Background: an optimization exercise with open tools, aiming at small area. Do not read the settings as production practice.
Where RTL was checked, it was by simulation tests only, not by an equivalence proof against the original.
The RTL of runs 3 to 5 was laid out without a check of its function.
In every run shown here, the design's own scripts or RTL, not TritonCTS, make the clock network.
The flow treats the clock pin as an ideal source. Dropping or thinning the clock tree relies on that and would not hold on a real chip.
Power is estimated from default activity; no workload was simulated.

### design/flow/flow/run.sh
#!/bin/bash
# Layout flow:
#  1. the standard synthesis (standard.sh synth);
#  2. its combinational logic re-mapped for area by Yosys/ABC (flow/reopt.tcl),
#     flip-flops untouched, and the result proven equivalent to the standard
#     netlist (flow/eqv.tcl); if anything fails the standard netlist is kept;
#  3. the standard layout, with buf_1 port buffers and a clock tree of a few
#     clock buffers, each driving a k-means group of flip-flops (flow/cts_hook.tcl).
set -euo pipefail
W=$PWD
RES=$W/orfs/results/$FLOW_PLATFORM/vg75/base
export FLOW_CTS_K=${FLOW_CTS_K:-4}
export FLOW_CTS_BUF=${FLOW_CTS_BUF:-sky130_fd_sc_hd__clkbuf_16}
export REOPT_LIB=$FLOW_HOME/platforms/sky130hd/lib/sky130_fd_sc_hd__tt_025C_1v80.lib
export REOPT_DONT_USE="sky130_fd_sc_hd__probe_p_8 sky130_fd_sc_hd__probec_p_8 sky130_fd_sc_hd__lpflow_bleeder_1 sky130_fd_sc_hd__lpflow_clkbufkapwr_1 sky130_fd_sc_hd__lpflow_clkbufkapwr_16 sky130_fd_sc_hd__lpflow_clkbufkapwr_2 sky130_fd_sc_hd__lpflow_clkbufkapwr_4 sky130_fd_sc_hd__lpflow_clkbufkapwr_8 sky130_fd_sc_hd__lpflow_clkinvkapwr_1 sky130_fd_sc_hd__lpflow_clkinvkapwr_16 sky130_fd_sc_hd__lpflow_clkinvkapwr_2 sky130_fd_sc_hd__lpflow_clkinvkapwr_4 sky130_fd_sc_hd__lpflow_clkinvkapwr_8 sky130_fd_sc_hd__lpflow_decapkapwr_12 sky130_fd_sc_hd__lpflow_decapkapwr_3 sky130_fd_sc_hd__lpflow_decapkapwr_4 sky130_fd_sc_hd__lpflow_decapkapwr_6 sky130_fd_sc_hd__lpflow_decapkapwr_8 sky130_fd_sc_hd__lpflow_inputiso0n_1 sky130_fd_sc_hd__lpflow_inputiso0p_1 sky130_fd_sc_hd__lpflow_inputiso1n_1 sky130_fd_sc_hd__lpflow_inputiso1p_1 sky130_fd_sc_hd__lpflow_inputisolatch_1 sky130_fd_sc_hd__lpflow_isobufsrc_1 sky130_fd_sc_hd__lpflow_isobufsrc_16 sky130_fd_sc_hd__lpflow_isobufsrc_2 sky130_fd_sc_hd__lpflow_isobufsrc_4 sky130_fd_sc_hd__lpflow_isobufsrc_8 sky130_fd_sc_hd__lpflow_isobufsrckapwr_16 sky130_fd_sc_hd__lpflow_lsbuf_lh_hl_isowell_tap_1 sky130_fd_sc_hd__lpflow_lsbuf_lh_hl_isowell_tap_2 sky130_fd_sc_hd__lpflow_lsbuf_lh_hl_isowell_tap_4 sky130_fd_sc_hd__lpflow_lsbuf_lh_isowell_4 sky130_fd_sc_hd__lpflow_lsbuf_lh_isowell_tap_1 sky130_fd_sc_hd__lpflow_lsbuf_lh_isowell_tap_2 sky130_fd_sc_hd__lpflow_lsbuf_lh_isowell_tap_4"

bash standard.sh synth > synth.log 2>&1

mkdir -p reopt
cp $RES/1_2_yosys.v reopt/standard.v
if REOPT_IN=$W/reopt/standard.v REOPT_OUT=$W/reopt/remapped.v REOPT_STAT=$W/reopt/stat.txt \
     REOPT_ABC=$W/flow/abc_area.script yosys -c flow/reopt.tcl > reopt.log 2>&1 \
   && python3 flow/cut.py reopt/standard.v reopt/standard_cut.v \
   && python3 flow/cut.py reopt/remapped.v reopt/remapped_cut.v \
   && EQV_GOLD=$W/reopt/standard_cut.v EQV_GATE=$W/reopt/remapped_cut.v \
        yosys -c flow/eqv.tcl > eqv.log 2>&1; then
  echo "using the re-mapped netlist" > reopt/choice.txt
  cp reopt/remapped.v $RES/1_2_yosys.v
  rm -f $RES/1_synth.odb $RES/1_synth.sdc
else
  echo "re-mapping failed; using the standard netlist" > reopt/choice.txt
fi

bash standard.sh \
  "BUFFER_PORTS_ARGS=-buffer_cell sky130_fd_sc_hd__buf_1" \
  "PRE_CTS_TCL=$W/flow/cts_hook.tcl" \
  finish > layout.log 2>&1
### design/flow/flow/abc_area.script
strash
&get -n
&st
&deepsyn -T 60
&put
dch -f
amap
### design/flow/flow/cts_hook.tcl
# Clock tree: the clock port drives a few clock buffers, each placed at the
# centre of a group of flip-flops (k-means on their placed positions), and
# each buffer drives its group's clock pins. This replaces TritonCTS.
proc my_kmeans_cts { k bufcell } {
  set block [ord::get_db_block]
  set dbu [$block getDefUnits]
  set pins {}
  set xs {}
  set ys {}
  foreach pin [get_pins -of_objects [get_nets clock]] {
    if { [get_property $pin direction] != "input" } { continue }
    set it [sta::sta_to_db_pin $pin]
    set loc [[$it getInst] getLocation]
    lappend pins $pin
    lappend xs [expr [lindex $loc 0] / double($dbu)]
    lappend ys [expr [lindex $loc 1] / double($dbu)]
  }
  set n [llength $pins]
  # initial centres: spread along x
  set order [lsort -real -indices $xs]
  set cx {}
  set cy {}
  for { set j 0 } { $j < $k } { incr j } {
    set i [lindex $order [expr int(($j + 0.5) * $n / $k)]]
    lappend cx [lindex $xs $i]
    lappend cy [lindex $ys $i]
  }
  for { set iter 0 } { $iter < 50 } { incr iter } {
    set asg {}
    for { set i 0 } { $i < $n } { incr i } {
      set best 0
      set bd 1e30
      for { set j 0 } { $j < $k } { incr j } {
        set d [expr abs([lindex $xs $i] - [lindex $cx $j]) + abs([lindex $ys $i] - [lindex $cy $j])]
        if { $d < $bd } { set bd $d; set best $j }
      }
      lappend asg $best
    }
    set ncx {}
    set ncy {}
    for { set j 0 } { $j < $k } { incr j } {
      set sx 0.0; set sy 0.0; set c 0
      for { set i 0 } { $i < $n } { incr i } {
        if { [lindex $asg $i] == $j } {
          set sx [expr $sx + [lindex $xs $i]]
          set sy [expr $sy + [lindex $ys $i]]
          incr c
        }
      }
      if { $c > 0 } {
        lappend ncx [expr $sx / $c]
        lappend ncy [expr $sy / $c]
      } else {
        lappend ncx [lindex $cx $j]
        lappend ncy [lindex $cy $j]
      }
    }
    set cx $ncx
    set cy $ncy
  }
  for { set j 0 } { $j < $k } { incr j } {
    set group {}
    for { set i 0 } { $i < $n } { incr i } {
      if { [lindex $asg $i] == $j } { lappend group [lindex $pins $i] }
    }
    if { [llength $group] == 0 } { continue }
    puts "clock group $j: [llength $group] sinks at [lindex $cx $j] [lindex $cy $j]"
    insert_buffer -buffer_cell $bufcell -net clock -load_pins $group \
      -location [list [lindex $cx $j] [lindex $cy $j]] \
      -buffer_name clkbuf_leaf_$j -net_name clknet_leaf_$j
  }
}

my_kmeans_cts $::env(FLOW_CTS_K) $::env(FLOW_CTS_BUF)
rename clock_tree_synthesis my_unused_cts
proc clock_tree_synthesis { args } {
  set_propagated_clock [all_clocks]
}
### design/flow/flow/cut.py
# cut.py in.v out.v: replace every flip-flop instance by ports (Q -> input, D/DE -> outputs)
import re, sys
s = open(sys.argv[1]).read()
m = re.search(r'module\s+(\S+)\s*\((.*?)\);', s, re.S)
ports = m.group(2)
newports, decls = [], []
def repl(mm):
    cell, name, body = mm.group(1), mm.group(2), mm.group(3)
    if not re.search(r'__(e?dfxtp|dfxbp|dfrtp|dfstp|sdfxtp)_\d', cell):
        return mm.group(0)
    pins = dict(re.findall(r'\.(\w+)\s*\(\s*(.*?)\s*\)\s*(?:,|$)', body, re.S))
    key = re.sub(r'[^A-Za-z0-9_]', '_', name.strip('\\ '))
    out = []
    for p, net in pins.items():
        if p in ('CLK',):
            continue
        if p in ('Q', 'Q_N'):
            pn = f'q_{key}_{p}'
            newports.append(pn); decls.append(f'input {pn};')
            out.append(f'assign {net} = {pn};')
        else:
            pn = f'd_{key}_{p}'
            newports.append(pn); decls.append(f'output {pn};')
            out.append(f'assign {pn} = {net};')
    return '\n'.join(out) + '\n'
s = re.sub(r'(sky130_fd_sc_hd__\w+)\s+(\\?\S+)\s*\((.*?)\);', repl, s, flags=re.S)
s = s.replace(m.group(0), 'module %s (%s, %s);\n%s' % (m.group(1), ports, ', '.join(newports), '\n'.join(decls)), 1)
open(sys.argv[2], 'w').write(s)
### design/flow/flow/eqv.tcl
# Prove the re-mapped netlist equivalent to the standard one: both have their
# flip-flops cut into ports (flow/cut.py), then a SAT miter over the logic.
yosys -import
read_liberty -ignore_miss_func $::env(REOPT_LIB)
read_verilog $::env(EQV_GOLD)
yosys rename $::env(FLOW_TOP) gold
read_verilog $::env(EQV_GATE)
yosys rename $::env(FLOW_TOP) gate
hierarchy -check
flatten
opt_clean
miter -equiv -flatten -make_assert gold gate miter
hierarchy -top miter
sat -verify -prove-asserts miter
### design/flow/flow/reopt.tcl
# Re-map the combinational logic of the standard synthesis for area.
# Flip-flops are kept as they are (same instances, names and cell types):
# they are black boxes here, so only the logic between them is rebuilt.
yosys -import
set lib $::env(REOPT_LIB)
read_liberty -ignore_miss_func $lib
read_verilog $::env(REOPT_IN)
hierarchy -top $::env(FLOW_TOP)
foreach m [list sky130_fd_sc_hd__dfxtp_1 sky130_fd_sc_hd__dfxtp_2 sky130_fd_sc_hd__dfxtp_4 \
             sky130_fd_sc_hd__edfxtp_1 sky130_fd_sc_hd__dfrtp_1 sky130_fd_sc_hd__dfstp_1 \
             sky130_fd_sc_hd__dfxbp_1 sky130_fd_sc_hd__sdfxtp_1] {
  blackbox $m
}
flatten
opt_clean
set dont_use {}
foreach c $::env(REOPT_DONT_USE) { lappend dont_use -dont_use $c }
abc -script $::env(REOPT_ABC) -liberty $lib {*}$dont_use
opt_clean -purge
hilomap -singleton -hicell sky130_fd_sc_hd__conb_1 HI -locell sky130_fd_sc_hd__conb_1 LO
insbuf -buf sky130_fd_sc_hd__buf_1 A X
splitnets
opt_clean -purge
tee -o $::env(REOPT_STAT) stat -liberty $lib $::env(FLOW_TOP)
select $::env(FLOW_TOP)
write_verilog -noattr -noexpr -nohex -nodec -selected $::env(REOPT_OUT)
### design/flow/standard.sh
#!/bin/bash
# synth_recipe.tcl (not shown) runs the flow's synth.tcl, then flattens the netlist and writes it again
# the make line also repeats each setting of config.mk as NAME=value (left out here)
make -C /OpenROAD-flow-scripts/flow DESIGN_CONFIG=/design/flow/config.mk WORK_HOME=/design/flow/orfs CLKGATE_MAP_FILE= SYNTH_SCRIPT=/design/flow/synth_recipe.tcl "${@:-finish}"
### design/flow/config.mk
export PLATFORM = sky130hd
export DESIGN_NAME = vg75
export DESIGN_NICKNAME = vg75
export VERILOG_FILES = /design/flow/design.v
export SDC_FILE = /design/flow/constraint.sdc
export NUM_CORES = 4
export LEC_CHECK = 0
export CAP_MARGIN = 20
export CORE_MARGIN = 2
export CORE_UTILIZATION = 40
export SLEW_MARGIN = 20
### design/flow/constraint.sdc
create_clock -name core_clock -period 10.0 [get_ports {clock}]
set_input_delay 2.0000 -clock core_clock [delete_from_list [all_inputs] [get_ports {clock}]]
set_output_delay 2.0000 -clock core_clock [all_outputs]
set_load 0.01 [all_outputs]
### design/flow/design.v
module vg75
(
    input               clock,
    input               reset_n,
    output reg          r,
    output              g,
    output              b,
    output              hs,
    output              vs,
    input      [15:0]   cpu_address,
    input      [ 7:0]   cpu_out,
    input               cpu_we,
    input               cpu_rd,
    output     [15:0]   address,
    output reg [10:0]   font_address,
    input       [7:0]   in,
    input       [7:0]   font_in
);
assign g = r;
assign b = r;
reg  [ 2:0] ph;          
reg  [ 7:0] hc;          
reg  [ 3:0] ln;          
reg  [ 5:0] vr;          
reg  [ 4:0] frame;       
reg         flash;
reg  [ 5:0] mask;        
reg         loaded;      
reg         display;
reg         ld;          
reg         ld_row;      
reg  [ 6:0] cursor_x;
reg  [ 5:0] cursor_y;
wire p0 = ~ph[2] & ~ph[0];
wire p1 = ~ph[1] &  ph[0];
wire p5 =  ph[2] & ~ph[1];
wire xmax  = ~hc[7] & hc[6] & hc[5] & hc[4] & p5;        
wire vlast =  vr[5] & ~vr[4] & vr[2];                    
wire ymax  = vlast & ln[1] & ln[0];                      
wire lnmax = ln[3] & ln[0];                              
assign hs = hc[7] | ~(hc[6] & hc[5]) | (hc[4:0] == 5'd0 & ~p0);   
assign vs = vlast & ln[1];                                         
wire text  = ~vr[5] & ~(vr[4] & vr[3] & vr[2] & vr[1]);   
wire hpos  = ~hc[7] & (~hc[6] | ~hc[5] & ~hc[4]);          
wire h80   = hc == 8'd80;
wire hin   = hpos | h80;                                   
wire hm1   = hc[7] & (hc[4:0] == 5'b11111);                
wire ln0   = ln == 4'd0;
wire match = (cursor_x == hc[6:0]) & (cursor_y == vr);
wire       first = hc[7] & ln0;                            
wire [4:0] row   = text & ~(first & vr == 0) ? vr[4:0] : 5'd30;
wire [2:0] colh  = ~text ? 3'd0 : hin ? hc[6:4] : first ? 3'd0 : 3'd5;
wire [3:0] coll  = text & hin ? hc[3:0] : 4'd0;
wire [8:0] ahi   = 9'h06A + row * 5 + colh;
assign address = loaded ? {3'b111, ahi, coll} : 16'h0000;
always @(posedge clock) begin
    ph <= reset_n == 0 || xmax ? 3'b110 : {ph[1:0], ~ph[2]};
    if (reset_n == 0 || xmax)
        hc <= 8'd235;
    else if (p0)
        hc <= hc + 1;
    if (reset_n == 0) begin
        ln <= 5;
        vr <= 6'd55;
    end else if (xmax) begin
        if (ymax) begin
            ln <= 5;
            vr <= 6'd55;
        end else if (lnmax) begin
            ln <= 0;
            vr <= vr + 1;
        end else
            ln <= ln + 1;
    end
    if (reset_n == 0) begin
        frame <= 0;
        flash <= 0;
    end else if (xmax && ymax) begin
        frame <= (frame == 29) ? 0 : frame + 1;
        if (frame == 29) flash <= ~flash;
    end
    if (reset_n == 0)
        loaded <= 0;
    else if (text && hm1 && p0)
        loaded <= 1;
    if (reset_n == 0)
        font_address <= 0;
    else if (text && hin && p1)
        font_address <= {in, ln[2:0]};
    if (text && hpos && p5)
        mask <= ln[3] ? {6{match & flash}} : font_in[5:0];
    else
        mask <= {mask[4:0], 1'b0};
    r <= reset_n & display & mask[5] & ~hc[7];
    if (reset_n == 0) begin
        display  <= 1;
        ld       <= 0;
        cursor_x <= 0;
        cursor_y <= 0;
    end else if (cpu_we) begin
        if (cpu_address == 16'hC001) begin
            if (cpu_out[7:5] == 3'b001) begin
                ld      <= 0;
                display <= |cpu_out[4:0];
            end
            if (cpu_out == 8'h80) begin
                ld     <= 1;
                ld_row <= 0;
            end
        end else if (cpu_address == 16'hC000 && ld) begin
            ld_row <= ~ld_row;
            if (ld_row) cursor_y <= cpu_out[5:0];
            else        cursor_x <= cpu_out[6:0];
        end
    end
end
endmodule
==> summary.md, run 1 <==
| Metric | Value |
|---|---|
| Run status | complete, no violations |
| Post-route clock period utilization | 0.5267 |
| Routed WL per cell | 13.12 um |
| Die Wd | 87.43 um |
| Fillers | 701 |
| Hold slack | 0.4296 ns |
| Pwr/cell area | 125.7 mW/mm^2 |
| Final clock skew | 0.01716 ns |
| Most frequent cells in the layout | buf_1 (72), dfxtp_1 (61), clkinv_1 (57), nor2_1 (57), nand2_1 (26) |
| Final hold vios | 0 |
| Startpoint type of the worst setup path | register |
| Total core area | 0.006756 sq mm |
| Post-CTS Resized | 0 |
| Cell area after synthesis | 0.002784 sq mm |
| # DRC | 0 |
| Port buffer count | 72 |
| R2r endpoint | vr[3] |
| Commonest non-fill, non-tap cell in the layout | buf_1 |
| Cell Area, Placed | 0.003109 sq mm |
| Peak supply drop | 0.00008649 V |
| First-pass GRT wire length | 10720 um |
| Pre-CTS setup slack | 4.946 ns |
| Setup crit start | hc[5] |
| Sum Neg Setup Slack | 0 ns |
| CP dominant cell by count | nor2_1 |
| Warnings from Yosys | 1 |
| Max-cap viol count | 0 |
| Initial DRT Pass Iterations | 4 |
| Area occupied by multi-input gates | 0.001259 sq mm |
| FP Rows | 30 |
| Final WS setup | 4.733 ns |
| Leakage power | 1.066 nW |
| Post-Syn Instances | 364 |
| Ports | 76 |
| Post-DP HPWL | 5221 um |
| Die area | 0.007643 sq mm |
| F_max | 0.1899 GHz |
| Antenna diode count | 0 |
| Register share of total power | 0.622 |
| Net Sw Power | 0.00007564 W |
| Worst-skew pair later-pin latency | 0.14 ns |
| Drt via density | 5.283 |
| Layout cells sized above 1 | 0.01408 |
| Critical Path Slowest Stage Cell | nor3_1 |
| Global route overflow | 0 |
| Worst R2R Start | hc[5] |
| Worst-Margin Slew | 0.7483 ns |
| Initial core utilization | 0.4120 |
| Layout area overhead | 15.28% |
| Critical Path Fanout Max | 5 |
| Switch share | 0.1875 |
| Hold Crit Class | register to register |
| Combinational share of power | 0.044 |
| Syn nets | 408 |
| Routed Antenna Nets | 0 |
| Reg2Reg Setup Slack | 7.12 ns |
| Clock power frac | 0.335 |
| Minimum clock period after layout | 5.267 ns |
| Arrival time worst endpoint | 3.27 ns |
| Vias | 2673 |
| Relative slew margins | 0.4882 |
| Clock-pin slew on the worst setup and hold paths | 0.08 ns |
| Critical path class | register to primary output |
| Vias in the first global route | 2282 |
| CP required | 8.00 ns |
| Final #Nets | 472 |
| Gr usage total | 0.1689 |
| Die Span Y | 87.43 um |
| Register area | 0.001251 sq mm |
| Slowest stage delay, CP | 0.35 ns |
| Setup Viol. Count Final | 0 |
| Post-layout power | 0.0004034 W |
| Crit path cell chain | clkinv_1, nor2_1, nor3_1, nor3_1, nor2_1, clkinv_1, nand2_1, o21ai_0, o211ai_1, or3_1, o21ai_0, a31oi_1, nand2_1, o21a_1, a221oi_1, nor2_1, buf_1 |
| Mean post-synth cell area | 7.648 sq um |
| Placer Congestion | 0.8633 |
| Postcts setup bufs | 0 |
| Largest net degree at the start of global routing | 27 |
| Int Pwr | 0.0003278 W |
| Pins Over Slew Limit | 0 |
| Final WL | 6640 um |
| CP Capture Type | primary output |
| CTS Hold Bufs | 0 |
| Design area | 0.003209 sq mm |
| RSZ-0062 raised after global routing | false |
| Antenna violations before repair | 0 |
| End of the critical path | address[9] |
| R2R cell count | 12 |
| First DRT Iteration DRCs | 109 |
## metrics by stage
| step | std cells | utilization |
|---|---|---|
| 3_5_place_dp | 502 | 0.4602 |
| 4_1_cts | 506 | 0.4750 |
| 2_1_floorplan | 364 | - |
| 6_report | 506 | 0.4750 |
| 5_1_grt | 506 | 0.4750 |
| 3_3_place_gp | 502 | 0.4602 |
## worst min path at each step
stage,start,end,cells past startpoint
after global routing,mask[5],r,2
after floorplan,ph[2],ph[0],1
after global placement,ph[2],ph[0],1
after detailed placement,mask[5],r,2
final,mask[5],r,2
after CTS,mask[5],r,2
## routing by layer
layer | share of wire | GRT usage | up-vias
met5 | 0 | 0 | -
met4 | 0.010 | 0.02378 | 0
met3 | 0.042 | 0.01422 | 5
met2 | 0.44 | 0.2762 | 63
met1 | 0.51 | 0.2481 | 1211
li1 | - | - | 1394
## power groups by stage
| stage | Combinational (W) | Sequential (W) | Clock, W |
|---|---|---|---|
| after global placement | 0.0000174 | 0.000256 | 0 |
| after CTS | 0.0000177 | 0.000251 | 0.000137 |
| after floorplan | 0.00000765 | 0.000256 | 0 |
| after global routing | 0.0000200 | 0.000251 | 0.000146 |
| after detailed placement | 0.0000176 | 0.000256 | 0 |
| final | 0.0000176 | 0.000251 | 0.000135 |
## registers in the layout (all words and copies together) (netlist names)
signal / cells
font_address: 11
hc: 8
cursor_x: 7
cursor_y: 6
mask: 6
vr: 6
frame: 5
ln: 4
ph: 3
display: 1
flash: 1
ld: 1
ld_row: 1
loaded: 1
r: 1
## cell type report, clock buffers not listed
class | count | share of cell area
well taps | 80 | 0.03119
multi-input cells | 229 | 0.3922
inverters | 57 | 0.06667
flip-flops and latches | 62 | 0.3899
repair buffers | 74 | 0.08889
## worst max-delay path: cells and delay by family (launching register included)
family / cells / cell delay, ns
AOI/OAI and AO/OA: 6 / 1.22
and+or+nand+nor: 8 / 1.21
DFF: 1 / 0.34
buffers and inverters: 3 / 0.34
==> inputs of run 2 (changes only) <==
--- a/design/flow/flow/eqv.tcl
+++ b/design/flow/flow/eqv.tcl
@@ -5,5 +5,5 @@
 read_verilog $::env(EQV_GOLD)
-yosys rename $::env(FLOW_TOP) gold
+rename $::env(FLOW_TOP) gold
 read_verilog $::env(EQV_GATE)
-yosys rename $::env(FLOW_TOP) gate
+rename $::env(FLOW_TOP) gate
 hierarchy -check
==> run 2 against run 1 <==
Effect of this change: still clean; combinational power grew 32%; power grew 1.9%; sequential share of layout area shrank 7.4 points; core utilization shrank 1.9 points; first-iteration DRC count shrank 26%; sequential power is essentially flat; fmax shrank 16%; largest cell class unchanged.
==> summary.md, run 2 <==
| Metric | Value |
|---|---|
| Final clock skew | 0.02524 ns |
| Routed Antenna Nets | 0 |
| Setup Viol. Count Final | 0 |
| Switch share | 0.1954 |
| F_max | 0.1590 GHz |
| Syn nets | 506 |
| EDFF count, synth | 1 |
| Sum Neg Setup Slack | 0 ns |
| Hold Crit Class | register to register |
| Leakage power | 1.473 nW |
| Worst hold start | ph[2] |
| Hold Crit Depth | 1 |
| Run status | complete, no violations |
| Final WL | 7469 um |
| Total core area | 0.008678 sq mm |
| Die Span Y | 98.25 um |
| Postcts setup bufs | 0 |
| Vias | 3098 |
| CP required | 8.00 ns |
| Post-synth ARST share | 0 |
| Post-route clock period utilization | 0.6290 |
| Worst-skew pair later-pin latency | 0.15 ns |
| Commonest non-fill, non-tap cell in the layout | buf_1 |
| Top cells by area, synth | dfxtp_1 (34%), ha_1 (8.8%), nand2_1 (6.2%), xnor2_1 (5.4%), o21ai_0 (4.4%) |
| Startpoint type of the worst setup path | register |
| Critical Path Fanout Max | 6 |
| Share of the synthesized area in the top cell type | 0.3437 |
| Cell area after synthesis | 0.003553 sq mm |
| CTS Hold Bufs | 0 |
| Minimum clock period after layout | 6.290 ns |
| Final hold vios | 0 |
| Gr usage total | 0.1509 |
| Layout cells sized above 1 | 0.04082 |
| Post-synth top area cell | dfxtp_1 |
| Register share of total power | 0.613 |
| # DRC | 0 |
| Setup crit start | ln[0] |
| Design area | 0.003961 sq mm |
| RSZ-0062 raised after global routing | false |
| CP Capture Type | primary output |
| Pins Over Slew Limit | 0 |
| Warnings from Yosys | 1 |
| Net Sw Power | 0.00008032 W |
| Largest net degree at the start of global routing | 58 |
| First DRT Iteration DRCs | 81 |
| Synth Flop Type | dfxtp_1 |
| Most flops, register | font_address |
| Yosys reg bits | 62 |
| Met3 global-route usage | 0.01002 |
| Worst-Margin Slew | 0.8257 ns |
| Pwr/cell area | 103.8 mW/mm^2 |
| GRT busiest layer | met2 |
| Most frequent cells in the layout | buf_1 (71), dfxtp_1 (61), nand2_1 (59), nor2_1 (36), o21ai_0 (31) |
| First-pass GRT wire length | 12750 um |
| Routed WL per cell | 12.49 um |
| Yosys cell types | 55 |
| Global route overflow | 0 |
| Int Pwr | 0.0003308 W |
| Die Wd | 98.25 um |
| Initial core utilization | 0.4095 |
| Worst R2R Start | hc[1] |
| Commonest cells in the netlist | dfxtp_1 (61), nand2_1 (59), nor2_1 (36), o21ai_0 (31), nand3_1 (30) |
| Met1 Usage GRT | 0.2117 |
| Port buffer count | 72 |
| Combinational share of power | 0.056 |
| R2R cell count | 6 |
| Seq/Total Area, Yosys | 0.3521 |
| Clock power frac | 0.331 |
| Placer Congestion | 0.7963 |
| Antenna diode count | 0 |
| Post-DP HPWL | 5740 um |
| Layout area overhead | 11.48% |
| Max FFs per register | 11 |
| Final #Nets | 562 |
| Post-CTS Resized | 0 |
| Ports | 76 |
| Met2 Resource Use GR | 0.2677 |
| Drt via density | 5.181 |
| Max-cap viol count | 0 |
| Relative slew margins | 0.4466 |
| Vias in the first global route | 2800 |
| Initial DRT Pass Iterations | 4 |
| FP Rows | 34 |
| Most frequent cell after synthesis | dfxtp_1 |
| Largest regs | font_address (11), hc (8), cursor_x (7) |
| Post-Syn Instances | 436 |
| Critical path class | register to primary output |
| Hold slack | 0.4695 ns |
| Antenna violations before repair | 0 |
| Die area | 0.009653 sq mm |
| Peak supply drop | 0.00008066 V |
| Cell Area, Placed | 0.003856 sq mm |
| Arrival time worst endpoint | 4.29 ns |
| Clock-pin slew on the worst setup and hold paths | 0.08 ns |
| Mean post-synth cell area | 8.150 sq um |
==> run 2: layout make-up, clock buffers not listed <==
type / count / area, sq um
fill: 907 / 4717
inverter: 20 / 75.07
multi-input combinational: 330 / 2113
sequential: 62 / 1251
tap: 108 / 135.1
timing repair buffer: 74 / 286.5
==> run 2: per-stage QoR <==
step | worst slack (ns) | total power (W) | cells | utilization
2_1_floorplan | 4.411 | 0.0002706 | 436 | -
3_3_place_gp | 3.939 | 0.0002806 | 594 | 0.4443
3_5_place_dp | 3.863 | 0.0002810 | 594 | 0.4443
4_1_cts | 3.681 | 0.0004146 | 598 | 0.4559
5_1_grt | 3.310 | 0.0004263 | 598 | 0.4565
6_report | 3.710 | 0.0004112 | 598 | 0.4565
==> run 2: cell families after synthesis <==
| kind of cell | after synthesis | synth area share |
|---|---|---|
| adders and majority gates | 26 | 0.09366 |
| buffers and inverters | 44 | 0.05458 |
| DFF | 62 | 0.3521 |
| xor gates and xnor gates | 28 | 0.06901 |
| AOI/OAI and AO/OA | 78 | 0.1423 |
| and+or+nand+nor | 192 | 0.2715 |
| muxes | 6 | 0.01690 |
==> run 2: worst max-delay path, stage by stage, from the launching register on <==
cell	delay (ns)
dfxtp_1	0.35
inv_1	0.22
ha_1	0.20
nor4bb_1	0.47
nand3_1	0.15
o21ai_0	0.45
or2_2	0.22
ha_1	0.23
ha_1	0.28
ha_1	0.33
nor2b_1	0.17
o31a_1	0.28
or3_1	0.34
a221oi_1	0.26
buf_1	0.18
==> run 2: power by group through the flow <==
stage	Sequential [W]	Clock, W	Combinational (W)
after floorplan	0.000257	0	0.0000139
after global routing	0.000252	0.000147	0.0000267
after CTS	0.000252	0.000139	0.0000235
final	0.000252	0.000136	0.0000232
after global placement	0.000258	0	0.0000230
after detailed placement	0.000258	0	0.0000233
==> run 2: path summary, 6_finish.rpt <==
| path | to | slack (ns) |
|---|---|---|
| setup / recovery | address[10] | 3.71 |
| setup reg to reg | font_address[1] | 7.43 |
| hold reg to reg | ph[0] | 0.47 |
| hold / removal | ph[0] | 0.47 |
==> run 2: metal layers <==
metal  share of wire  vias up
li1                -     1629
met1            0.49     1413
met2            0.46       50
met3           0.038        6
met4          0.0087        0
met5               0        -
==> inputs of run 3 (changes only) <==
--- a/design/flow/design.v
+++ b/design/flow/design.v
@@ -32,3 +32,3 @@
 reg  [ 6:0] cursor_x;
-reg  [ 5:0] cursor_y;
+reg  [ 4:0] cursor_y;    
 wire p0 = ~ph[2] & ~ph[0];
@@ -48,3 +48,3 @@
 wire ln0   = ln == 4'd0;
-wire match = (cursor_x == hc[6:0]) & (cursor_y == vr);
+wire match = (cursor_x == hc[6:0]) & (cursor_y == vr[4:0]);
 wire       first = hc[7] & ln0;                            
@@ -75,7 +75,7 @@
     if (reset_n == 0) begin
-        frame <= 0;
+        frame <= 5'b00010;
         flash <= 0;
     end else if (xmax && ymax) begin
-        frame <= (frame == 29) ? 0 : frame + 1;
-        if (frame == 29) flash <= ~flash;
+        frame <= (frame == 5'b10000) ? 5'b00010 : {frame[3:0], frame[4] ^ frame[2]};
+        if (frame == 5'b10000) flash <= ~flash;
     end
@@ -111,3 +111,3 @@
             ld_row <= ~ld_row;
-            if (ld_row) cursor_y <= cpu_out[5:0];
+            if (ld_row) cursor_y <= cpu_out[4:0] | {5{cpu_out[5]}};
             else        cursor_x <= cpu_out[6:0];
--- a/design/flow/flow/run.sh
+++ b/design/flow/flow/run.sh
@@ -20,10 +20,22 @@
 cp $RES/1_2_yosys.v reopt/standard.v
-if REOPT_IN=$W/reopt/standard.v REOPT_OUT=$W/reopt/remapped.v REOPT_STAT=$W/reopt/stat.txt \
-     REOPT_ABC=$W/flow/abc_area.script yosys -c flow/reopt.tcl > reopt.log 2>&1 \
-   && python3 flow/cut.py reopt/standard.v reopt/standard_cut.v \
-   && python3 flow/cut.py reopt/remapped.v reopt/remapped_cut.v \
-   && EQV_GOLD=$W/reopt/standard_cut.v EQV_GATE=$W/reopt/remapped_cut.v \
-        yosys -c flow/eqv.tcl > eqv.log 2>&1; then
-  echo "using the re-mapped netlist" > reopt/choice.txt
-  cp reopt/remapped.v $RES/1_2_yosys.v
+python3 flow/cut.py reopt/standard.v reopt/standard_cut.v
+# Several ABC runs with different random seeds, in parallel; the smallest
+# netlist that is proven equivalent to the standard one is used.
+remap() {
+  local s=$1
+  sed "s/SEED/$s/" flow/abc_area.script.in > reopt/abc_$s.script
+  REOPT_IN=$W/reopt/standard.v REOPT_OUT=$W/reopt/remapped_$s.v REOPT_STAT=$W/reopt/stat_$s.txt \
+    REOPT_ABC=$W/reopt/abc_$s.script yosys -c flow/reopt.tcl > reopt_$s.log 2>&1 \
+  && python3 flow/cut.py reopt/remapped_$s.v reopt/remapped_${s}_cut.v \
+  && EQV_GOLD=$W/reopt/standard_cut.v EQV_GATE=$W/reopt/remapped_${s}_cut.v \
+       yosys -c flow/eqv.tcl > eqv_$s.log 2>&1 \
+  && echo "$(awk '/Chip area/ {print $NF}' reopt/stat_$s.txt) $s" >> reopt/proven.txt
+}
+: > reopt/proven.txt
+for s in 0 1 2 3; do remap $s & done
+wait
+if [[ -s reopt/proven.txt ]]; then
+  best=$(sort -g reopt/proven.txt | head -1 | awk '{print $2}')
+  echo "using the re-mapped netlist of seed $best" > reopt/choice.txt
+  cp reopt/remapped_$best.v $RES/1_2_yosys.v
   rm -f $RES/1_synth.odb $RES/1_synth.sdc
==> design/flow/flow/abc_area.script.in (new file) <==
strash
&get -n
&st
&deepsyn -T 60 -S SEED
&put
dch -f
amap
--- a/design/flow/flow/cts_hook.tcl
+++ b/design/flow/flow/cts_hook.tcl
@@ -74,2 +74,17 @@
 my_kmeans_cts $::env(FLOW_CTS_K) $::env(FLOW_CTS_BUF)
+# Optional root driver between the clock port and the leaf drivers (needed
+# when the leaves are inverters, or when there are more than 4 of them).
+if { [info exists ::env(FLOW_CTS_ROOT)] && $::env(FLOW_CTS_ROOT) != "" } {
+  set leaves [get_pins -of_objects [get_nets clock] -filter "direction == input"]
+  set sx 0.0; set sy 0.0; set c 0
+  set dbu [[ord::get_db_block] getDefUnits]
+  foreach pin $leaves {
+    set loc [[[sta::sta_to_db_pin $pin] getInst] getLocation]
+    set sx [expr $sx + [lindex $loc 0] / double($dbu)]
+    set sy [expr $sy + [lindex $loc 1] / double($dbu)]
+    incr c
+  }
+  insert_buffer -buffer_cell $::env(FLOW_CTS_ROOT) -net clock -load_pins $leaves \
+    -location [list [expr $sx / $c] [expr $sy / $c]] -buffer_name clkbuf_root -net_name clknet_root
+}
 rename clock_tree_synthesis my_unused_cts
--- a/design/flow/flow/eqv.tcl
+++ b/design/flow/flow/eqv.tcl
@@ -5,5 +5,5 @@
 read_verilog $::env(EQV_GOLD)
-rename $::env(FLOW_TOP) gold
+yosys rename $::env(FLOW_TOP) gold
 read_verilog $::env(EQV_GATE)
-rename $::env(FLOW_TOP) gate
+yosys rename $::env(FLOW_TOP) gate
 hierarchy -check
removed: design/flow/flow/abc_area.script
==> run 3 against run 2 <==
Effect of this change: global-route usage up 3.0 points; setup slack better by 1.2 ns; via count down 14%; worst hold slack worse by 0.039 ns; flip-flop and latch count down 1; core utilization up 1.9 points; combinational power down 25%; clock skew up 0.0019 ns; power down 3.9%.
==> summary.md, run 3 <==
| Metric | Value |
|---|---|
| Layout area overhead | 15.27% |
| Setup crit start | vr[2] |
| Max-cap viol count | 0 |
| Int Pwr | 0.0003238 W |
| Post-DP HPWL | 5218 um |
| Post-Syn Instances | 362 |
| Commonest non-fill, non-tap cell in the layout | buf_1 |
| Most flops, register | font_address |
| Drt via density | 5.260 |
| Largest regs | font_address (11), hc (8), cursor_x (7) |
| Setup Viol. Count Final | 0 |
| Critical Path Slowest Stage Cell | dfxtp_1 |
| Register share of total power | 0.625 |
| Placed cells | 500 |
| Worst-skew pair later-pin latency | 0.14 ns |
| Port buffer count | 72 |
| Max FFs per register | 11 |
| Pins Over Slew Limit | 0 |
| Net Sw Power | 0.00007150 W |
| Clock-pin slew on the worst setup and hold paths | 0.08 ns |
| R2R cell count | 13 |
| CP required | 8.00 ns |
| FP Rows | 30 |
| Syn nets | 406 |
| Routed WL per cell | 13.25 um |
| Startpoint type of the worst setup path | register |
| Critical Path Fanout Max | 8 |
| Placer Congestion | 0.8399 |
| Largest net degree at the start of global routing | 28 |
| Most frequent cells in the layout | buf_1 (72), dfxtp_1 (60), nor2_1 (58), clkinv_1 (56), o21ai_0 (27) |
| CP Capture Type | primary output |
| Critical path class | register to primary output |
| Die Span Y | 87.46 um |
| Hold Crit Depth | 2 |
| Pwr/cell area | 123.1 mW/mm^2 |
| Die Wd | 87.46 um |
| Finished Layout Cells | 504 |
| Global route overflow | 0 |
| Warnings from Yosys | 1 |
| Total core area | 0.006756 sq mm |
| Mean post-synth cell area | 7.697 sq um |
| Initial DRT Pass Iterations | 4 |
| Worst-Margin Slew | 0.8718 ns |
| Vias | 2651 |
| Worst hold start | mask[5] |
| First DRT Iteration DRCs | 132 |
| Leakage power | 1.069 nW |
| Ports | 76 |
| Initial core utilization | 0.4124 |
| Relative slew margins | 0.4143 |
| # DRC | 0 |
| Worst R2R Start | hc[5] |
| Combinational share of power | 0.044 |
| Final clock skew | 0.02714 ns |
| Peak supply drop | 0.0001423 V |
| Run status | complete, no violations |
| Postcts setup bufs | 0 |
| Clock power frac | 0.332 |
| Crit path cell chain | clkinv_1, nor2_1, nand2_1, o21ai_0, a31oi_1, o211ai_1, o21ai_0, nand2_1, clkinv_1, or3_1, a31oi_1, buf_1 |
| Cell area after synthesis | 0.002786 sq mm |
| Sum Neg Setup Slack | 0 ns |
| RSZ-0062 raised after global routing | false |
| Post-route clock period utilization | 0.5120 |
| Post-CTS Resized | 0 |
| R2r endpoint | vr[4] |
| Gr usage total | 0.1811 |
| Antenna violations before repair | 0 |
| Final #Nets | 470 |
| Hold Crit Class | register to register |
| F_max | 0.1953 GHz |
| Reg2Reg Setup Slack | 6.72 ns |
| First-pass GRT wire length | 11560 um |
| Layout cells sized above 1 | 0.01415 |
| Final hold vios | 0 |
| Minimum clock period after layout | 5.120 ns |
| Arrival time worst endpoint | 3.12 ns |
| Routed Antenna Nets | 0 |
| Final WL | 6676 um |
| Vias in the first global route | 2497 |
| Hold Path End | r |
| Die area | 0.007649 sq mm |
| Slowest stage delay, CP | 0.51 ns |
| Switch share | 0.1809 |
| CTS Hold Bufs | 0 |
| Antenna diode count | 0 |
==> run 3: worst max-delay path by stage <==
stage	to	slack, ns	depth (start not counted)
4_1_cts	address[9]	4.90	12
2_1_floorplan	address[9]	5.66	11
6_report	address[9]	4.88	12
3_5_place_dp	address[9]	5.09	12
5_1_grt	address[9]	4.54	12
3_3_place_gp	address[9]	5.03	12
==> run 3: metal layers <==
metal  vias to the layer above  routed length [um]  GRT usage
li1                       1403                   -          -
met1                      1193                3360     0.2676
met2                        50                2969     0.2955
met3                         5                 285    0.01896
met4                         0                  60    0.01818
met5                         -                   0          0
==> run 3: final cells by class, clock buffers not listed <==
class | count | area [sq um]
Fill cell | 700 | 3545
Inverter | 56 | 210.2
Multi-Input combinational cell | 229 | 1285
Sequential cell | 61 | 1231
Tap cell | 80 | 100.1
Timing Repair Buffer | 74 | 285.3
==> run 3: stage by stage <==
stage          total power [W]  hold slack, ns  cell area [sq um]    util  setup WS [ns]
2_1_floorplan        0.0002590          0.3938               2786       -          5.661
3_3_place_gp         0.0002694          0.4194               3112  0.4606          5.026
3_5_place_dp         0.0002697          0.4183               3112  0.4606          5.089
4_1_cts              0.0003996          0.4340               3212  0.4754          4.896
5_1_grt              0.0004112          0.4478               3212  0.4754          4.537
6_report             0.0003953          0.4304               3212  0.4754          4.880
==> run 3: power by group through the flow <==
stage | Combinational, W | Clock (W) | Sequential (W)
floorplan | 0.00000724 | 0 | 0.000252
global placement | 0.0000170 | 0 | 0.000252
detailed placement | 0.0000173 | 0 | 0.000252
CTS | 0.0000174 | 0.000135 | 0.000247
global route | 0.0000200 | 0.000144 | 0.000247
finish | 0.0000173 | 0.000131 | 0.000247
==> run 3: worst max-delay path: cells and delay by family, from the launching register on <==
| family | cells | cell delay, ns |
|---|---|---|
| simple gates | 4 | 0.84 |
| compound gates | 5 | 1.10 |
| flops | 1 | 0.51 |
| buf+inv | 3 | 0.51 |
==> inputs of run 4 (changes only) <==
--- a/design/flow/config.mk
+++ b/design/flow/config.mk
@@ -9,3 +9,3 @@
 export CORE_MARGIN = 2
-export CORE_UTILIZATION = 40
+export CORE_UTILIZATION = 65
 export SLEW_MARGIN = 20
==> run 4 against run 3 <==
Effect of this change: core utilization rose by 31 points; setup slack got worse by 0.053 ns; clock skew fell by 0.012 ns; cell count fell by 6.2%; design area fell by 1.4%; largest cell class unchanged; clock power barely moved; highest routed layer unchanged; critical path depth did not move; flip-flop and latch count did not move; critical endpoint unchanged; routed wire length fell by 3.5%; global-route usage rose by 8.6 points; fmax fell by 1.0%; power fell by 0.16%.
==> summary.md, run 4 <==
| Metric | Value |
|---|---|
| Run status | complete, no violations |
| Post-Syn Instances | 362 |
| Post-DP HPWL | 5006 um |
| Worst-skew pair later-pin latency | 0.14 ns |
| Relative slew margins | 0.3794 |
| Ports | 76 |
| CP required | 8.00 ns |
| Placer Congestion | 0.9364 |
| Mean post-synth cell area | 7.697 sq um |
| # DRC | 0 |
| First DRT Iteration DRCs | 173 |
| Sum Neg Setup Slack | 0 ns |
| Drt via density | 5.901 |
| Clock-pin slew on the worst setup and hold paths | 0.07 ns |
| Most frequent cells in the layout | buf_1 (72), dfxtp_1 (60), nor2_1 (58), clkinv_1 (56), o21ai_0 (27) |
| Antenna diode count | 0 |
| Startpoint type of the worst setup path | register |
| Layout cells sized above 1 | 0.01182 |
| Initial DRT Pass Iterations | 4 |
| Setup Viol. Count Final | 0 |
| Final #Nets | 469 |
| Peak supply drop | 0.0001667 V |
| Hold slack | 0.4317 ns |
| Largest net degree at the start of global routing | 28 |
| Vias | 2791 |
| Most flops, register | font_address |
| Largest regs | font_address (11), hc (8), cursor_x (7) |
| Postcts setup bufs | 0 |
| F_max | 0.1933 GHz |
| Routed Antenna Nets | 0 |
| Die Span Y | 69.48 um |
| Hold Crit Class | register to register |
| Routed WL per cell | 13.62 um |
| Initial core utilization | 0.6867 |
| Global route overflow | 0 |
| Leakage power | 1.064 nW |
| Minimum clock period after layout | 5.174 ns |
| Post-CTS Resized | 0 |
| Die Wd | 69.48 um |
| Vias in the first global route | 2491 |
| Antenna violations before repair | 0 |
| Post-route clock period utilization | 0.5174 |
| Worst-Margin Slew | 0.9238 ns |
| CTS Hold Bufs | 0 |
| Total core area | 0.004058 sq mm |
| Fillers | 338 |
| Port buffer count | 72 |
| Final WL | 6442 um |
| Max FFs per register | 11 |
| FP Rows | 23 |
| First-pass GRT wire length | 11200 um |
| Die area | 0.004827 sq mm |
| Pwr/cell area | 124.6 mW/mm^2 |
| Final hold vios | 0 |
| Pins Over Slew Limit | 0 |
| RSZ-0062 raised after global routing | false |
| CP Capture Type | primary output |
| Gr usage total | 0.2666 |
| Warnings from Yosys | 1 |
| Arrival time worst endpoint | 3.17 ns |
| Syn nets | 406 |
| Layout area overhead | 13.65% |
| Max-cap viol count | 0 |
| Critical path class | register to primary output |
| Final clock skew | 0.01500 ns |
| Commonest non-fill, non-tap cell in the layout | buf_1 |
| Critical Path Fanout Max | 8 |
| Cell area after synthesis | 0.002786 sq mm |
==> run 4: final cells by class, clock buffers not listed <==
| class | count | area, sq um | area share |
|---|---|---|---|
| Sequential cell | 61 | 1231 | 0.3888 |
| Tap cell | 50 | 62.56 | 0.01976 |
| Multi-Input combinational cell | 229 | 1285 | 0.4058 |
| Timing Repair Buffer | 73 | 277.8 | 0.08771 |
| Inverter | 56 | 210.2 | 0.06638 |
==> run 4: metrics by stage <==
stage | worst slack (ns) | utilization | total power, W | cell area, sq um | cells
after global placement | 5.089 | 0.7558 | 0.0002689 | 3067 | 469
after floorplan | 5.661 | - | 0.0002590 | 2786 | 362
after CTS | 4.828 | 0.7805 | 0.0003943 | 3167 | 473
after global routing | 4.533 | 0.7805 | 0.0004068 | 3167 | 473
after detailed placement | 4.998 | 0.7558 | 0.0002692 | 3067 | 469
final | 4.826 | 0.7805 | 0.0003947 | 3167 | 473
==> run 4: worst paths after layout <==
check / endpoint / depth (start not counted) / start / slack [ns]
min: r / 2 / mask[5] / 0.43
max: address[9] / 12 / vr[2] / 4.83
min reg2reg: r / 2 / mask[5] / 0.43
max reg2reg: vr[4] / 13 / hc[5] / 6.65
==> run 4: power breakdown <==
part	internal (W)	switching, W
clock network	0.0000718	0.0000589
registers	0.000245	0.00000167
logic	0.00000685	0.0000103
==> run 4: metal layers <==
metal,GRT usage,routed length [um],vias to the layer above
met4,0.05011,87,0
met2,0.4744,3122,98
met3,0.01599,356,11
li1,-,-,1400
met1,0.3605,2876,1282
met5,0,0,-
==> run 4: critical path, cell delays in order (launching register included) <==
cell,delay (ns)
dfxtp_1,0.50
clkinv_1,0.22
nor2_1,0.29
nand2_1,0.12
o21ai_0,0.45
a31oi_1,0.14
o211ai_1,0.17
o21ai_0,0.21
nand2_1,0.14
clkinv_1,0.11
or3_1,0.35
a31oi_1,0.16
buf_1,0.16
==> inputs of run 5 (changes only) <==
--- a/design/flow/flow/run.sh
+++ b/design/flow/flow/run.sh
@@ -7,3 +7,4 @@
 #  3. the standard layout, with buf_1 port buffers and a clock tree of a few
-#     clock buffers, each driving a k-means group of flip-flops (flow/cts_hook.tcl).
+#     buffers, each driving a k-means group of flip-flops (flow/cts_hook.tcl),
+#     sized by trying a few on the placed design (flow/cts_pick.tcl).
 set -euo pipefail
@@ -11,4 +12,2 @@
 RES=$W/orfs/results/$FLOW_PLATFORM/vg75/base
-export FLOW_CTS_K=${FLOW_CTS_K:-4}
-export FLOW_CTS_BUF=${FLOW_CTS_BUF:-sky130_fd_sc_hd__clkbuf_16}
 export REOPT_LIB=$FLOW_HOME/platforms/sky130hd/lib/sky130_fd_sc_hd__tt_025C_1v80.lib
@@ -45,5 +44,25 @@
 
-bash standard.sh \
-  "BUFFER_PORTS_ARGS=-buffer_cell sky130_fd_sc_hd__buf_1" \
-  "PRE_CTS_TCL=$W/flow/cts_hook.tcl" \
-  finish > layout.log 2>&1
+MAKEARGS=("BUFFER_PORTS_ARGS=-buffer_cell sky130_fd_sc_hd__buf_1" "PRE_CTS_TCL=$W/flow/cts_hook.tcl")
+bash standard.sh "${MAKEARGS[@]}" place > place.log 2>&1
+
+# Clock tree: the smallest of these (leaf count, leaf buffer, root buffer)
+# whose estimated clock-pin slew after placement is under 100 ps.
+: > cts_pick.log
+picked=""
+for cfg in "4 buf_8 -" "4 buf_12 -" "4 clkbuf_16 -" "6 buf_12 buf_4" "8 clkbuf_16 buf_8"; do
+  set -- $cfg
+  root=""; [[ $3 != - ]] && root=sky130_fd_sc_hd__$3
+  slew=$(FLOW_CTS_K=$1 FLOW_CTS_BUF=sky130_fd_sc_hd__$2 FLOW_CTS_ROOT=$root PICK_RES=$RES PICK_FLOW=$W/flow \
+         openroad -no_init -exit flow/cts_pick.tcl 2>&1 | tee -a cts_pick.log | awk '/^PICK_SLEW/ {print $2}' || true)
+  echo "config $cfg: slew $slew" >> cts_pick.log
+  if [[ -n $slew ]] && awk -v s=$slew 'BEGIN {exit !(s < 0.100)}'; then
+    picked=$cfg; break
+  fi
+done
+[[ -z $picked ]] && picked="8 clkbuf_16 buf_8"
+echo "picked $picked" >> cts_pick.log
+set -- $picked
+export FLOW_CTS_K=$1 FLOW_CTS_BUF=sky130_fd_sc_hd__$2
+export FLOW_CTS_ROOT=""; [[ $3 != - ]] && FLOW_CTS_ROOT=sky130_fd_sc_hd__$3
+
+bash standard.sh "${MAKEARGS[@]}" finish > layout.log 2>&1
==> design/flow/flow/abc_area.script.in (replaced) <==
strash
&get -n
&st
&deepsyn -J 1000 -T 240 -S SEED
&put
dch -f
amap
==> design/flow/flow/cts_pick.tcl (new file) <==
# Try one clock tree (flow/cts_hook.tcl with the FLOW_CTS_* settings) on the
# placed design and print the largest flip-flop clock-pin slew it gives.
set p $::env(FLOW_HOME)/platforms/sky130hd
read_lef $p/lef/sky130_fd_sc_hd.tlef
read_lef $p/lef/sky130_fd_sc_hd_merged.lef
read_liberty $p/lib/sky130_fd_sc_hd__tt_025C_1v80.lib
read_db $::env(PICK_RES)/3_place.odb
read_sdc $::env(PICK_RES)/3_place.sdc
source $p/setRC.tcl
source $::env(PICK_FLOW)/cts_hook.tcl
clock_tree_synthesis
detailed_placement
estimate_parasitics -placement
set mx 0
foreach pin [get_pins -hierarchical */CLK] {
  foreach k {slew_max_rise slew_max_fall} {
    set v [get_property $pin $k]
    if { $v > $mx } { set mx $v }
  }
}
puts "PICK_SLEW $mx"
--- a/design/flow/config.mk
+++ b/design/flow/config.mk
@@ -9,3 +9,3 @@
 export CORE_MARGIN = 2
-export CORE_UTILIZATION = 65
+export CORE_UTILIZATION = 70
 export SLEW_MARGIN = 20
==> run 5 against run 4 <==
Effect of this change: synthesized cell count up 1.7%; design area down 0.95%; sequential power about the same; clock power down 6%; routed wire length up 7.4%; fmax down 14%; clock skew up 0.021 ns; area after synthesis down 0.27%; register-to-register slack better by 0.08 ns; largest cell class unchanged; largest power group unchanged.
==> summary.md, run 5 <==
| Metric | Value |
|---|---|
| Relative slew margins | 0.5176 |
| Final #Nets | 475 |
| Post-CTS Resized | 0 |
| Sum Neg Setup Slack | 0 ns |
| First-pass GRT wire length | 11430 um |
| Initial core utilization | 0.7423 |
| Initial DRT Pass Iterations | 5 |
| FP Rows | 22 |
| Peak supply drop | 0.0001393 V |
| First DRT Iteration DRCs | 273 |
| Largest regs | font_address (11), hc (8), cursor_x (7) |
| Minimum clock period after layout | 5.990 ns |
| Clock-pin slew on the worst setup and hold paths | 0.09 ns |
| Cell area after synthesis | 0.002779 sq mm |
| Global route overflow | 0 |
| Layout area overhead | 12.88% |
| Area occupied by multi-input gates | 0.001270 sq mm |
| Final hold vios | 0 |
| Die area | 0.004490 sq mm |
| Final WL | 6916 um |
| Routed Antenna Nets | 0 |
| Commonest non-fill, non-tap cell in the layout | buf_1 |
| Post-route clock period utilization | 0.5990 |
| Finished Layout Cells | 477 |
| Fillers | 253 |
| Layout Utilization | 0.8379 |
| Leakage power | 1.041 nW |
| Worst-skew pair later-pin latency | 0.13 ns |
| Syn nets | 412 |
| Final WS setup | 4.010 ns |
| Placer Congestion | 0.8877 |
| Vias | 2832 |
| Most frequent cells in the layout | buf_1 (72), nor2_1 (63), dfxtp_1 (60), clkinv_1 (58), nand2_1 (31) |
| Startpoint type of the worst setup path | register |
| Layout cells sized above 1 | 0.01166 |
| Worst-Margin Slew | 0.7181 ns |
| Vias in the first global route | 2674 |
| Max FFs per register | 11 |
| Pwr/cell area | 124.1 mW/mm^2 |
| Antenna violations before repair | 0 |
| Pre-CTS setup slack | 4.240 ns |
| Die Span Y | 67.01 um |
| Placed cells | 473 |
| RSZ-0062 raised after global routing | false |
| # DRC | 0 |
| Hold Crit Class | register to register |
| Net Sw Power | 0.00007284 W |
| CP required | 8.00 ns |
| F_max | 0.1669 GHz |
| Die Wd | 67.01 um |
| Ports | 76 |
| Max-cap viol count | 0 |
| Post-layout power | 0.0003894 W |
| Post-DP HPWL | 5461 um |
| Int Pwr | 0.0003166 W |
| Warnings from Yosys | 1 |
| Pins Over Slew Limit | 0 |
| Most flops, register | font_address |
| Largest net degree at the start of global routing | 23 |
| CP Capture Type | primary output |
| Switch share | 0.1871 |
| Critical path class | register to primary output |
| Port buffer count | 72 |
| Post-Syn Instances | 368 |
| Register share of total power | 0.634 |
| Gr usage total | 0.3196 |
| Postcts setup bufs | 0 |
| Clock power frac | 0.316 |
| Combinational share of power | 0.050 |
| Critical Path Fanout Max | 5 |
| Register area | 0.001231 sq mm |
| Drt via density | 5.937 |
| Setup Viol. Count Final | 0 |
| Total core area | 0.003744 sq mm |
| Routed WL per cell | 14.50 um |
| Antenna diode count | 0 |
| Mean post-synth cell area | 7.551 sq um |
| Final clock skew | 0.03620 ns |
| CTS Hold Bufs | 0 |
| Arrival time worst endpoint | 3.99 ns |
| Run status | complete, no violations |
-- run 5: cell types whose count changed in the layout (fill, tap and decap cells not counted), moves of 3 or more --
cell / previous run / this run
o22ai_1: 5 / 10
nor2_1: 58 / 63
o21ai_0: 27 / 22
clkbuf_16: 4 / 0
a31oi_1: 4 / 1
o21a_1: 6 / 2
buf_12: 0 / 4
and2_0: 0 / 3
nand2_1: 21 / 31
a221oi_1: 1 / 5
-- run 5: layout make-up, clock buffers not listed --
| cell class | instances | share of cell area |
|---|---|---|
| inverters | 58 | 0.06941 |
| flip-flops and latches | 61 | 0.3925 |
| multi-input cells | 233 | 0.4049 |
| repair buffers | 73 | 0.08855 |
| well taps | 48 | 0.01915 |
-- run 5: power groups by stage --
stage,combinational [W],clock (W),sequential (W)
floorplan,0.00000843,0,0.000252
global placement,0.0000179,0,0.000252
detailed placement,0.0000189,0,0.000252
CTS,0.0000191,0.000122,0.000247
global route,0.0000216,0.000131,0.000247
finish,0.0000193,0.000123,0.000247
-- run 5: final timing paths --
path / startpoint / end / slack [ns] / cells past startpoint
setup reg to reg: hc[6] / vr[5] / 6.73 / 13
hold reg to reg: display / r / 0.45 / 2
setup / recovery: hc[5] / address[9] / 4.01 / 20
hold / removal: display / r / 0.45 / 2
-- run 5: through the flow --
step	instance area (sq um)	hold WS, ns
finish	3137	0.4454
global route	3137	0.4789
CTS	3137	0.4501
detailed placement	3057	0.4397
global placement	3057	0.4270
floorplan	2779	0.4062
-- run 5: critical path: stages, from the launching register on --
cell and delay (ns):
dfxtp_1 0.43, clkinv_1 0.15, o21ai_0 0.25, o21ai_0 0.17
nor2_1 0.20, clkinv_1 0.12, nor2_1 0.13, a21oi_1 0.07
and2_0 0.16, o21ai_0 0.26, o31ai_1 0.15, nor3_1 0.22
nand3b_1 0.18, o21ai_0 0.12, and2_0 0.18, o21a_1 0.16
or2_0 0.27, nand2_1 0.12, o21ai_0 0.14, nor3_1 0.22
buf_1 0.17
-- run 5: per-layer routing --
layer	GRT usage	routed length, um	vias up
met2	0.6089	3561	131
met4	0.06888	137	0
met1	0.3868	2732	1287
met5	0	0	-
met3	0.02365	484	15
li1	-	-	1399
==> inputs of run 6 (changes only) <==
--- a/design/flow/design.v
+++ b/design/flow/design.v
@@ -14,3 +14,3 @@
     output     [15:0]   address,
-    output reg [10:0]   font_address,
+    output     [10:0]   font_address,
     input       [7:0]   in,
@@ -27,2 +27,3 @@
 reg  [ 5:0] mask;        
+reg  [ 7:0] glyph;       
 reg         loaded;      
@@ -54,3 +55,10 @@
 wire [8:0] ahi   = 9'h06A + row * 5 + colh;
-assign address = loaded ? {3'b111, ahi, coll} : 16'h0000;
+wire h0    = hc == 8'd0;
+wire fetch1 = text & h0 & p1;                              
+wire vr0   = vr == 6'd0;
+assign address = loaded | fetch1 & vr0 & ln0 ? {3'b111, ahi, coll} : 16'h0000;
+wire       fetched = ~hc[7] & ~(h0 & p1);                  
+wire [2:0] lnm1    = ln[2:0] - 1;
+wire [2:0] fline   = ~loaded ? 3'd0 : text & fetched ? ln[2:0] : text & ~ln0 ? lnm1 : 3'd1;
+assign font_address = {glyph, fline};
 always @(posedge clock) begin
@@ -83,8 +91,8 @@
         loaded <= 0;
-    else if (text && hm1 && p0)
+    else if (fetch1)
         loaded <= 1;
     if (reset_n == 0)
-        font_address <= 0;
+        glyph <= 0;
     else if (text && hin && p1)
-        font_address <= {in, ln[2:0]};
+        glyph <= in;
     if (text && hpos && p5)
--- a/design/flow/flow/run.sh
+++ b/design/flow/flow/run.sh
@@ -20,20 +20,28 @@
 python3 flow/cut.py reopt/standard.v reopt/standard_cut.v
-# Several ABC runs with different random seeds, in parallel; the smallest
-# netlist that is proven equivalent to the standard one is used.
+# Rounds of ABC runs with different random seeds, in parallel; each round
+# starts from the best netlist so far. Only netlists proven equivalent to the
+# standard one are kept.
 remap() {
-  local s=$1
-  sed "s/SEED/$s/" flow/abc_area.script.in > reopt/abc_$s.script
-  REOPT_IN=$W/reopt/standard.v REOPT_OUT=$W/reopt/remapped_$s.v REOPT_STAT=$W/reopt/stat_$s.txt \
-    REOPT_ABC=$W/reopt/abc_$s.script yosys -c flow/reopt.tcl > reopt_$s.log 2>&1 \
-  && python3 flow/cut.py reopt/remapped_$s.v reopt/remapped_${s}_cut.v \
-  && EQV_GOLD=$W/reopt/standard_cut.v EQV_GATE=$W/reopt/remapped_${s}_cut.v \
-       yosys -c flow/eqv.tcl > eqv_$s.log 2>&1 \
-  && echo "$(awk '/Chip area/ {print $NF}' reopt/stat_$s.txt) $s" >> reopt/proven.txt
+  local r=$1 s=$2 in=$3
+  local n=r${r}_s$s
+  sed "s/SEED/$((s + 4 * r))/" flow/abc_area.script.in > reopt/abc_$n.script
+  REOPT_IN=$in REOPT_OUT=$W/reopt/remapped_$n.v REOPT_STAT=$W/reopt/stat_$n.txt \
+    REOPT_ABC=$W/reopt/abc_$n.script yosys -c flow/reopt.tcl > reopt_$n.log 2>&1 \
+  && python3 flow/cut.py reopt/remapped_$n.v reopt/remapped_${n}_cut.v \
+  && EQV_GOLD=$W/reopt/standard_cut.v EQV_GATE=$W/reopt/remapped_${n}_cut.v \
+       yosys -c flow/eqv.tcl > eqv_$n.log 2>&1 \
+  && echo "$(awk '/Chip area/ {print $NF}' reopt/stat_$n.txt) $n" >> reopt/proven.txt
 }
 : > reopt/proven.txt
-for s in 0 1 2 3; do remap $s & done
-wait
+best_in=$W/reopt/standard.v
+for r in 0 1 2; do
+  for s in 0 1 2 3; do remap $r $s $best_in & done
+  wait
+  if [[ -s reopt/proven.txt ]]; then
+    best=$(sort -g reopt/proven.txt | head -1 | awk '{print $2}')
+    best_in=$W/reopt/remapped_$best.v
+  fi
+done
 if [[ -s reopt/proven.txt ]]; then
-  best=$(sort -g reopt/proven.txt | head -1 | awk '{print $2}')
-  echo "using the re-mapped netlist of seed $best" > reopt/choice.txt
+  echo "using the re-mapped netlist $best" > reopt/choice.txt
   cp reopt/remapped_$best.v $RES/1_2_yosys.v
==> design/flow/flow/abc_area.script.in (replaced) <==
strash
&get -n
&st
&deepsyn -T 60 -S SEED
&put
dch -f
amap
==> run 6 against run 5 <==
Effect of this change: critical path depth up 1; setup slack improved by 0.041 ns; first-iteration DRC count down 8.8%; sequential share of layout area is 1.2 points lower; cell count shrank 1.3%; core utilization down 0.41 points; clock power down 15%; clock skew down 0.027 ns; power is 8.0% lower; synthesized cell count down 3.0%.
==> summary.md, run 6 <==
| Metric | Value |
|---|---|
| First DRT Iteration DRCs | 249 |
| Switch share | 0.1995 |
| Max-cap viol count | 0 |
| Initial DRT Pass Iterations | 8 |
| Layout Utilization | 0.8338 |
| Drt via density | 6.017 |
| Critical path class | register to primary output |
| Die Span Y | 66.28 um |
| First-pass GRT wire length | 11090 um |
| Most frequent cells in the layout | nor2_1 (73), buf_1 (72), dfxtp_1 (57), clkinv_1 (51), nand2_1 (23) |
| Port buffer count | 72 |
| CP required | 8.00 ns |
| Largest regs | glyph (8), hc (8), cursor_x (7) |
| Global route overflow | 0 |
| Vias | 2834 |
| Antenna violations before repair | 0 |
| Vias in the first global route | 2515 |
| Combinational share of power | 0.054 |
| Hold slack | 0.4421 ns |
| Total core area | 0.003689 sq mm |
| CTS Hold Bufs | 0 |
| Run status | complete, no violations |
| RSZ-0062 raised after global routing | false |
| Setup Viol. Count Final | 0 |
| Fillers | 242 |
| Largest net degree at the start of global routing | 28 |
| Worst-Margin Slew | 0.7528 ns |
| Worst-skew pair later-pin latency | 0.12 ns |
| Final WS setup | 4.050 ns |
| Post-Syn Instances | 357 |
| Int Pwr | 0.0002867 W |
| Peak supply drop | 0.0001127 V |
| Layout area overhead | 13.27% |
| Die Wd | 66.28 um |
| Post-CTS Resized | 0 |
| Commonest non-fill, non-tap cell in the layout | nor2_1 |
| Area occupied by multi-input gates | 0.001308 sq mm |
| FP Rows | 22 |
| Startpoint type of the worst setup path | register |
| Register share of total power | 0.656 |
| Arrival time worst endpoint | 3.95 ns |
| Minimum clock period after layout | 5.950 ns |
| Ports | 76 |
| Hold Crit Class | register to register |
| Final clock skew | 0.009381 ns |
| Syn nets | 401 |
| Clock power frac | 0.290 |
| Warnings from Yosys | 1 |
| Routed Antenna Nets | 0 |
| Layout cells sized above 1 | 0.01418 |
| CP Capture Type | primary output |
| Net Sw Power | 0.00007144 W |
| Pins Over Slew Limit | 0 |
| Routed WL per cell | 14.19 um |
| Register area | 0.001171 sq mm |
| Sum Neg Setup Slack | 0 ns |
| Postcts setup bufs | 0 |
| Antenna diode count | 0 |
| Pre-CTS setup slack | 4.265 ns |
| Final #Nets | 469 |
| # DRC | 0 |
| Post-DP HPWL | 5278 um |
| Critical Path Fanout Max | 7 |
| Leakage power | 1.052 nW |
| Cell area after synthesis | 0.002715 sq mm |
| Placer Congestion | 0.9004 |
| Gr usage total | 0.3154 |
| Clock-pin slew on the worst setup and hold paths | 0.08 ns |
| Relative slew margins | 0.4943 |
| Final WL | 6685 um |
| Post-layout power | 0.0003581 W |
| F_max | 0.1681 GHz |
| Pwr/cell area | 116.5 mW/mm^2 |
| Final hold vios | 0 |
| Mean post-synth cell area | 7.605 sq um |
| Initial core utilization | 0.7361 |
| Post-route clock period utilization | 0.5950 |
| Die area | 0.004393 sq mm |
## run 6: through the flow
stage               instances  instance area, sq um
floorplan                 357                  2715
CTS                       471                  3075
global route              471                  3075
global placement          467                  3015
finish                    471                  3075
detailed placement        467                  3015
## run 6: power groups by stage
stage	registers (W)	logic (W)	clock network, W
after floorplan	0.000240	0.00000849	0
after global routing	0.000235	0.0000216	0.000113
after detailed placement	0.000240	0.0000190	0
final	0.000235	0.0000194	0.000104
after CTS	0.000235	0.0000192	0.000102
after global placement	0.000240	0.0000182	0
## run 6: layout make-up, clock buffers not listed
class,count,share of cell area
Sequential cell,58,0.3808
Multi-Input combinational cell,236,0.4251
Tap cell,48,0.01953
Inverter,51,0.06225
Timing Repair Buffer,74,0.09276
## run 6: path summary, 6_finish.rpt
kind | startpoint | to | slack (ns) | cells past startpoint
worst max-delay path | hc[6] | address[10] | 4.05 | 21
worst max register to register | hc[6] | frame[0] | 6.80 | 11
worst min register to register | ph[2] | ph[0] | 0.44 | 1
worst min-delay path | ph[2] | ph[0] | 0.44 | 1
## run 6: metal layers
layer / part of all wire / GRT usage / vias to the layer above
met2: 0.48 / 0.5538 / 144
met1: 0.41 / 0.4118 / 1284
met3: 0.087 / 0.04089 / 15
met5: 0 / 0 / -
li1: - / - / 1391
met4: 0.019 / 0.06888 / 0
## run 6: critical path: stages (launching register included)
cell      delay, ns
dfxtp_1        0.38
clkinv_1       0.21
nor3_1         0.41
clkinv_1       0.15
nand2_1        0.14
nor2_1         0.08
nor2_1         0.13
a21oi_1        0.08
nor2_1         0.16
clkinv_1       0.10
nand2_1        0.09
o21ai_0        0.11
and2_0         0.17
o32ai_1        0.30
o21a_1         0.21
o21ai_0        0.11
o21ai_0        0.25
nor2_1         0.11
a21oi_1        0.23
clkinv_1       0.13
nor2_1         0.12
buf_1          0.16

[afterwards: timing with drivers on the ports]
The flow's constraints put no driver on any port. The routed layouts listed below were extracted and timed again, unchanged, in two steps.
Step 1, drivers: a clkbuf_16 drives clock and a buf_2 each remaining input, both assumed.
Step 2 moves the port delays by t, midway between the first and last clock arrival at a register: inputs arrive t later, outputs are due t later. That takes back most of the time a late clock gives input paths.
Three values: ideal, step 1, step 2; two values: the first two.
run | t, ns | setup slack, ns | latest minus earliest clock arrival (ns)
run 1 | 0.211 | 4.733 / 4.658 / 4.869 | 0.017 / 0.017
run 2 | 0.210 | 3.710 / 3.636 / 3.845 | 0.026 / 0.025
run 3 | 0.205 | 4.880 / 4.806 / 5.011 | 0.028 / 0.028
run 4 | 0.199 | 4.826 / 4.758 / 4.956 | 0.015 / 0.015
run 5 | 0.185 | 4.010 / 3.933 / 4.118 | 0.036 / 0.036
run 6 | 0.181 | 4.050 / 3.982 / 4.164 | 0.009 / 0.009
After both steps setup and hold are still met in every run listed.
